Source: an optimization exercise on an open RTL-to-GDS flow (aim: small area and a short achievable clock period). Production flows keep margins and buffers that such runs may drop.
Function was checked by simulation only, so behaviour that the tests miss may differ from the original.
The clock port is modelled as an ideal driver; clocking choices that lean on that would not hold on a real chip.
Power is estimated from default activity; no workload was simulated.

==> flow/design.v (excerpt) <==
module fifo29(
    input Clk,
    input [31:0] dataIn,
    input RD,
    input WR,
    input EN,
    input Rst,
    output reg [31:0] dataOut,
    output reg EMPTY,
    output reg FULL
);
clock: 3.0 ns
lec_check: 0
cap_margin: 20
core_margin: 2
core_utilization: 50
setup_slack_margin: 1.7
slew_margin: 20
synth_hierarchical: 1
synth_minimum_keep_size: 0
tns_end_percent: 0
standard.sh (not shown) runs the stock make flow with config.mk's settings and CLKGATE_MAP_FILE= SYNTH_SCRIPT=/design/flow/synth_recipe.tcl, a recipe that flattens the netlist after the stock synthesis.
==> flow/flow/run.sh <==
#!/bin/bash
# The standard layout (standard.sh), with these changes:
#  - plain buffers (buf_2) instead of delay buffers on the ports;
#  - a hand-built two-level clock tree, made by flow/pre_cts.tcl before CTS;
#  - area recovery after global routing that keeps the worst slack (flow/post_grt.tcl);
#  - any extra ORFS make variables listed one per line in flow/extra_args.txt.
# ORFS's own logs stay under orfs/logs; make's output goes to flow.log.
set -euo pipefail
here=$(pwd)
args=("BUFFER_PORTS_ARGS=-buffer_cell sky130_fd_sc_hd__buf_2" "PRE_CTS_TCL=$here/flow/pre_cts.tcl"
      "POST_GLOBAL_ROUTE_TCL=$here/flow/post_grt.tcl")
if [[ -f flow/extra_args.txt ]]; then
  while IFS= read -r line; do
    [[ -n "$line" ]] && args+=("$line")
  done < flow/extra_args.txt
fi
bash standard.sh "${args[@]}" finish > flow.log 2>&1
==> flow/flow/downsize.tcl <==
# Area recovery that keeps timing: try each sized-up logic cell at smaller drive
# strengths of the same cell and keep the smallest one that leaves the worst setup
# slack no lower than it was (less a small allowance) and adds no max-slew or
# max-capacitance violation. Clock buffers and cells without smaller versions are
# left alone; a flip-flop may only change drive strength, never its cell type.
proc ds_candidates {master} {
  if {![regexp {^(sky130_fd_sc_hd__[a-z0-9]+)_([0-9]+)$} $master -> base size]} { return {} }
  set out {}
  foreach s {0 1 2 3 4 6 8 12 16} {
    if {$s >= $size} break
    set lc [get_lib_cells -quiet */${base}_$s]
    if {$lc ne ""} { lappend out [get_name $lc] }
  }
  return $out
}

proc ds_inst_slack {name} {
  set worst 1e30
  foreach p [get_pins -of_objects [get_cells $name]] {
    set s [get_property $p slack_max]
    if {$s ne "" && $s ne "INF" && $s < $worst} { set worst $s }
  }
  return $worst
}

# guard: a cell is only made smaller if the paths through it keep at least this
# much more slack (ns) than the worst, as the later parasitics differ.
proc downsize_keep_timing {allow guard} {
  set block [ord::get_db_block]
  set target [expr {[sta::worst_slack_cmd max] - $allow * 1e-9}]
  set floor [expr {[sta::worst_slack_cmd max] * 1e9 + $guard}]
  set slew0 [sta::max_slew_violation_count]
  set cap0 [sta::max_capacitance_violation_count]
  set insts {}
  foreach inst [$block getInsts] {
    set m [[$inst getMaster] getName]
    if {[string match *clkbuf* $m] || [string match *tap* $m] || [string match *fill* $m] || [string match *decap* $m]} continue
    if {[$inst isDoNotTouch]} continue
    set c [ds_candidates $m]
    if {$c eq {}} continue
    lappend insts [list $inst $m $c [[$inst getMaster] getWidth]]
  }
  set saved 0; set n 0
  foreach e [lsort -integer -decreasing -index 3 $insts] {
    lassign $e inst m cands w
    set name [$inst getName]
    set kept $m
    if {[ds_inst_slack $name] < $floor} continue
    foreach c $cands {
      replace_cell [get_cells $name] [get_lib_cells */$c]
      if {[sta::worst_slack_cmd max] >= $target && [ds_inst_slack $name] >= $floor
          && [sta::max_slew_violation_count] <= $slew0
          && [sta::max_capacitance_violation_count] <= $cap0} { set kept $c; break }
    }
    if {$kept ne $m} {
      replace_cell [get_cells $name] [get_lib_cells */$kept]
      incr n
    } else {
      replace_cell [get_cells $name] [get_lib_cells */$m]
    }
  }
  puts "downsize_keep_timing: resized $n cells, worst slack [sta::worst_slack_cmd max] (target $target),\
 slew violations $slew0 -> [sta::max_slew_violation_count], cap violations $cap0 -> [sta::max_capacitance_violation_count]"
}
==> flow/flow/post_grt.tcl <==
# Hook run by ORFS at the end of global routing: give back the area of cells that
# repair sized up more than timing needs (flow/downsize.tcl), and route the changed
# nets again.
source [file join [file dirname [info script]] downsize.tcl]
global_route -start_incremental
downsize_keep_timing 0.0 0.15
global_route -end_incremental
estimate_parasitics -global_routing
report_worst_slack -max
report_design_area
write_guides $::env(RESULTS_DIR)/route.guide
Other scripts of this flow, unchanged in this note and not shown: flow/flow/mtree.tcl, flow/flow/pre_cts.tcl
Rerun with:
==> flow/flow/downsize.tcl (replaced) <==
# Area recovery that keeps timing: try each sized-up logic cell at smaller drive
# strengths of the same cell and keep the smallest one that leaves the worst setup
# slack no lower than it was (less a small allowance). Clock buffers, flip-flops'
# cell types and anything without smaller versions are left alone.
proc ds_candidates {master} {
  if {![regexp {^(sky130_fd_sc_hd__[a-z0-9]+)_([0-9]+)$} $master -> base size]} { return {} }
  set out {}
  foreach s {0 1 2 3 4 6 8 12 16} {
    if {$s >= $size} break
    set lc [get_lib_cells -quiet */${base}_$s]
    if {$lc ne ""} { lappend out [get_name $lc] }
  }
  return $out
}

proc downsize_keep_timing {allow} {
  set block [ord::get_db_block]
  set target [expr {[sta::worst_slack_cmd max] - $allow * 1e-9}]
  set insts {}
  foreach inst [$block getInsts] {
    set m [[$inst getMaster] getName]
    if {[string match *clkbuf* $m] || [string match *tap* $m] || [string match *fill* $m] || [string match *decap* $m]} continue
    if {[$inst isDoNotTouch]} continue
    set c [ds_candidates $m]
    if {$c eq {}} continue
    lappend insts [list $inst $m $c [[$inst getMaster] getWidth]]
  }
  set saved 0; set n 0
  foreach e [lsort -integer -decreasing -index 3 $insts] {
    lassign $e inst m cands w
    set name [$inst getName]
    set kept $m
    foreach c $cands {
      replace_cell [get_cells $name] [get_lib_cells */$c]
      if {[sta::worst_slack_cmd max] >= $target} { set kept $c; break }
    }
    if {$kept ne $m} {
      replace_cell [get_cells $name] [get_lib_cells */$kept]
      incr n
    } else {
      replace_cell [get_cells $name] [get_lib_cells */$m]
    }
  }
  puts "downsize_keep_timing: resized $n cells, worst slack [sta::worst_slack_cmd max] (target $target)"
}
==> flow/flow/post_grt.tcl (replaced) <==
# Hook run by ORFS at the end of global routing: give back the area of cells that
# repair sized up more than timing needs (flow/downsize.tcl), fix any slew or
# capacitance limit that opens, and route the changed nets again.
source [file join [file dirname [info script]] downsize.tcl]
global_route -start_incremental
downsize_keep_timing 0.0
repair_design -slew_margin $::env(SLEW_MARGIN) -cap_margin $::env(CAP_MARGIN) -match_cell_footprint
detailed_placement
global_route -end_incremental
estimate_parasitics -global_routing
report_worst_slack -max
report_design_area
write_guides $::env(RESULTS_DIR)/route.guide
Settings changed: SETUP_SLACK_MARGIN 1.7 to 1.6.
- The new run never finished: it broke off in global routing (5_1_grt) (EST-0104)
- synthesized area does not change
- synthesized cell count does not change
Rerun with:
--- a/flow/flow/downsize.tcl
+++ b/flow/flow/downsize.tcl
@@ -2,4 +2,5 @@
 # strengths of the same cell and keep the smallest one that leaves the worst setup
-# slack no lower than it was (less a small allowance). Clock buffers, flip-flops'
-# cell types and anything without smaller versions are left alone.
+# slack no lower than it was (less a small allowance) and adds no max-slew or
+# max-capacitance violation. Clock buffers and cells without smaller versions are
+# left alone; a flip-flop may only change drive strength, never its cell type.
 proc ds_candidates {master} {
@@ -15,5 +16,19 @@
 
-proc downsize_keep_timing {allow} {
+proc ds_inst_slack {name} {
+  set worst 1e30
+  foreach p [get_pins -of_objects [get_cells $name]] {
+    set s [get_property $p slack_max]
+    if {$s ne "" && $s ne "INF" && $s < $worst} { set worst $s }
+  }
+  return $worst
+}
+
+# guard: a cell is only made smaller if the paths through it keep at least this
+# much more slack (ns) than the worst, as the later parasitics differ.
+proc downsize_keep_timing {allow guard} {
   set block [ord::get_db_block]
   set target [expr {[sta::worst_slack_cmd max] - $allow * 1e-9}]
+  set floor [expr {[sta::worst_slack_cmd max] * 1e9 + $guard}]
+  set slew0 [sta::max_slew_violation_count]
+  set cap0 [sta::max_capacitance_violation_count]
   set insts {}
@@ -32,5 +47,8 @@
     set kept $m
+    if {[ds_inst_slack $name] < $floor} continue
     foreach c $cands {
       replace_cell [get_cells $name] [get_lib_cells */$c]
-      if {[sta::worst_slack_cmd max] >= $target} { set kept $c; break }
+      if {[sta::worst_slack_cmd max] >= $target && [ds_inst_slack $name] >= $floor
+          && [sta::max_slew_violation_count] <= $slew0
+          && [sta::max_capacitance_violation_count] <= $cap0} { set kept $c; break }
     }
@@ -43,3 +61,4 @@
   }
-  puts "downsize_keep_timing: resized $n cells, worst slack [sta::worst_slack_cmd max] (target $target)"
+  puts "downsize_keep_timing: resized $n cells, worst slack [sta::worst_slack_cmd max] (target $target),\
+ slew violations $slew0 -> [sta::max_slew_violation_count], cap violations $cap0 -> [sta::max_capacitance_violation_count]"
 }
==> flow/flow/post_grt.tcl (replaced) <==
# Hook run by ORFS at the end of global routing: give back the area of cells that
# repair sized up more than timing needs (flow/downsize.tcl), and route the changed
# nets again.
source [file join [file dirname [info script]] downsize.tcl]
global_route -start_incremental
downsize_keep_timing 0.0 0.15
global_route -end_incremental
estimate_parasitics -global_routing
report_worst_slack -max
report_design_area
write_guides $::env(RESULTS_DIR)/route.guide
Settings changed: TNS_END_PERCENT 0 to 10.
The new run finished with timing, DRC and antenna clean.
Synthesized cell count stays the same.
Area after synthesis does not change.
Rerun with:
--- a/flow/flow/downsize.tcl
+++ b/flow/flow/downsize.tcl
@@ -16,17 +16,5 @@
 
-proc ds_inst_slack {name} {
-  set worst 1e30
-  foreach p [get_pins -of_objects [get_cells $name]] {
-    set s [get_property $p slack_max]
-    if {$s ne "" && $s ne "INF" && $s < $worst} { set worst $s }
-  }
-  return $worst
-}
-
-# guard: a cell is only made smaller if the paths through it keep at least this
-# much more slack (ns) than the worst, as the later parasitics differ.
-proc downsize_keep_timing {allow guard} {
+proc downsize_keep_timing {allow} {
   set block [ord::get_db_block]
   set target [expr {[sta::worst_slack_cmd max] - $allow * 1e-9}]
-  set floor [expr {[sta::worst_slack_cmd max] * 1e9 + $guard}]
   set slew0 [sta::max_slew_violation_count]
@@ -47,6 +35,5 @@
     set kept $m
-    if {[ds_inst_slack $name] < $floor} continue
     foreach c $cands {
       replace_cell [get_cells $name] [get_lib_cells */$c]
-      if {[sta::worst_slack_cmd max] >= $target && [ds_inst_slack $name] >= $floor
+      if {[sta::worst_slack_cmd max] >= $target
           && [sta::max_slew_violation_count] <= $slew0
--- a/flow/flow/post_grt.tcl
+++ b/flow/flow/post_grt.tcl
@@ -5,3 +5,3 @@
 global_route -start_incremental
-downsize_keep_timing 0.0 0.15
+downsize_keep_timing 0.0
 global_route -end_incremental
Settings changed: CORE_UTILIZATION 50 to 55, TNS_END_PERCENT 10 to 0.
Effect: Power decreases by 1.6%. Routed wire length decreases by about 5.5%. Design area decreases by 3.2%. Utilization increases by 4.3 points. Worst hold slack is better by 0.027 ns. Die area decreases by 8.9%. Setup slack is worse by 0.21 ns. Clock power stays flat. Sequential share of layout area increases by 2.3 points. Via count decreases by about 1.7%.

[static timing again, ports no longer ideal]
In the flow no input, the clock included, has a driving cell. The finished layouts below were timed again as built, in two steps. Step 1: set_driving_cell puts a clkbuf_16 on Clk and a buf_2 on each other input, an assumption about the parent block. Step 2 also shifts input and output timing later by t, the mid clock arrival at the registers, as if the neighbouring blocks saw the same clock. Slacks: ideal ports / drivers / drivers and shift; pairs: ideal ports / drivers.
run | shift t [ns] | setup WS [ns] | worst data-port slew with drivers (ns)
the first run | 0.385 | 1.541 / 1.462 / 1.129 | 0.14
the third run | 0.398 | 1.509 / 1.416 / 1.035 | 0.26
the fourth run | 0.395 | 1.297 / 1.355 / 0.960 | 0.06
After both steps setup and hold are still met in every run listed. The setup slack of the third run, which loses most, moves by -0.093 ns with the drivers and by -0.474 ns with both steps.
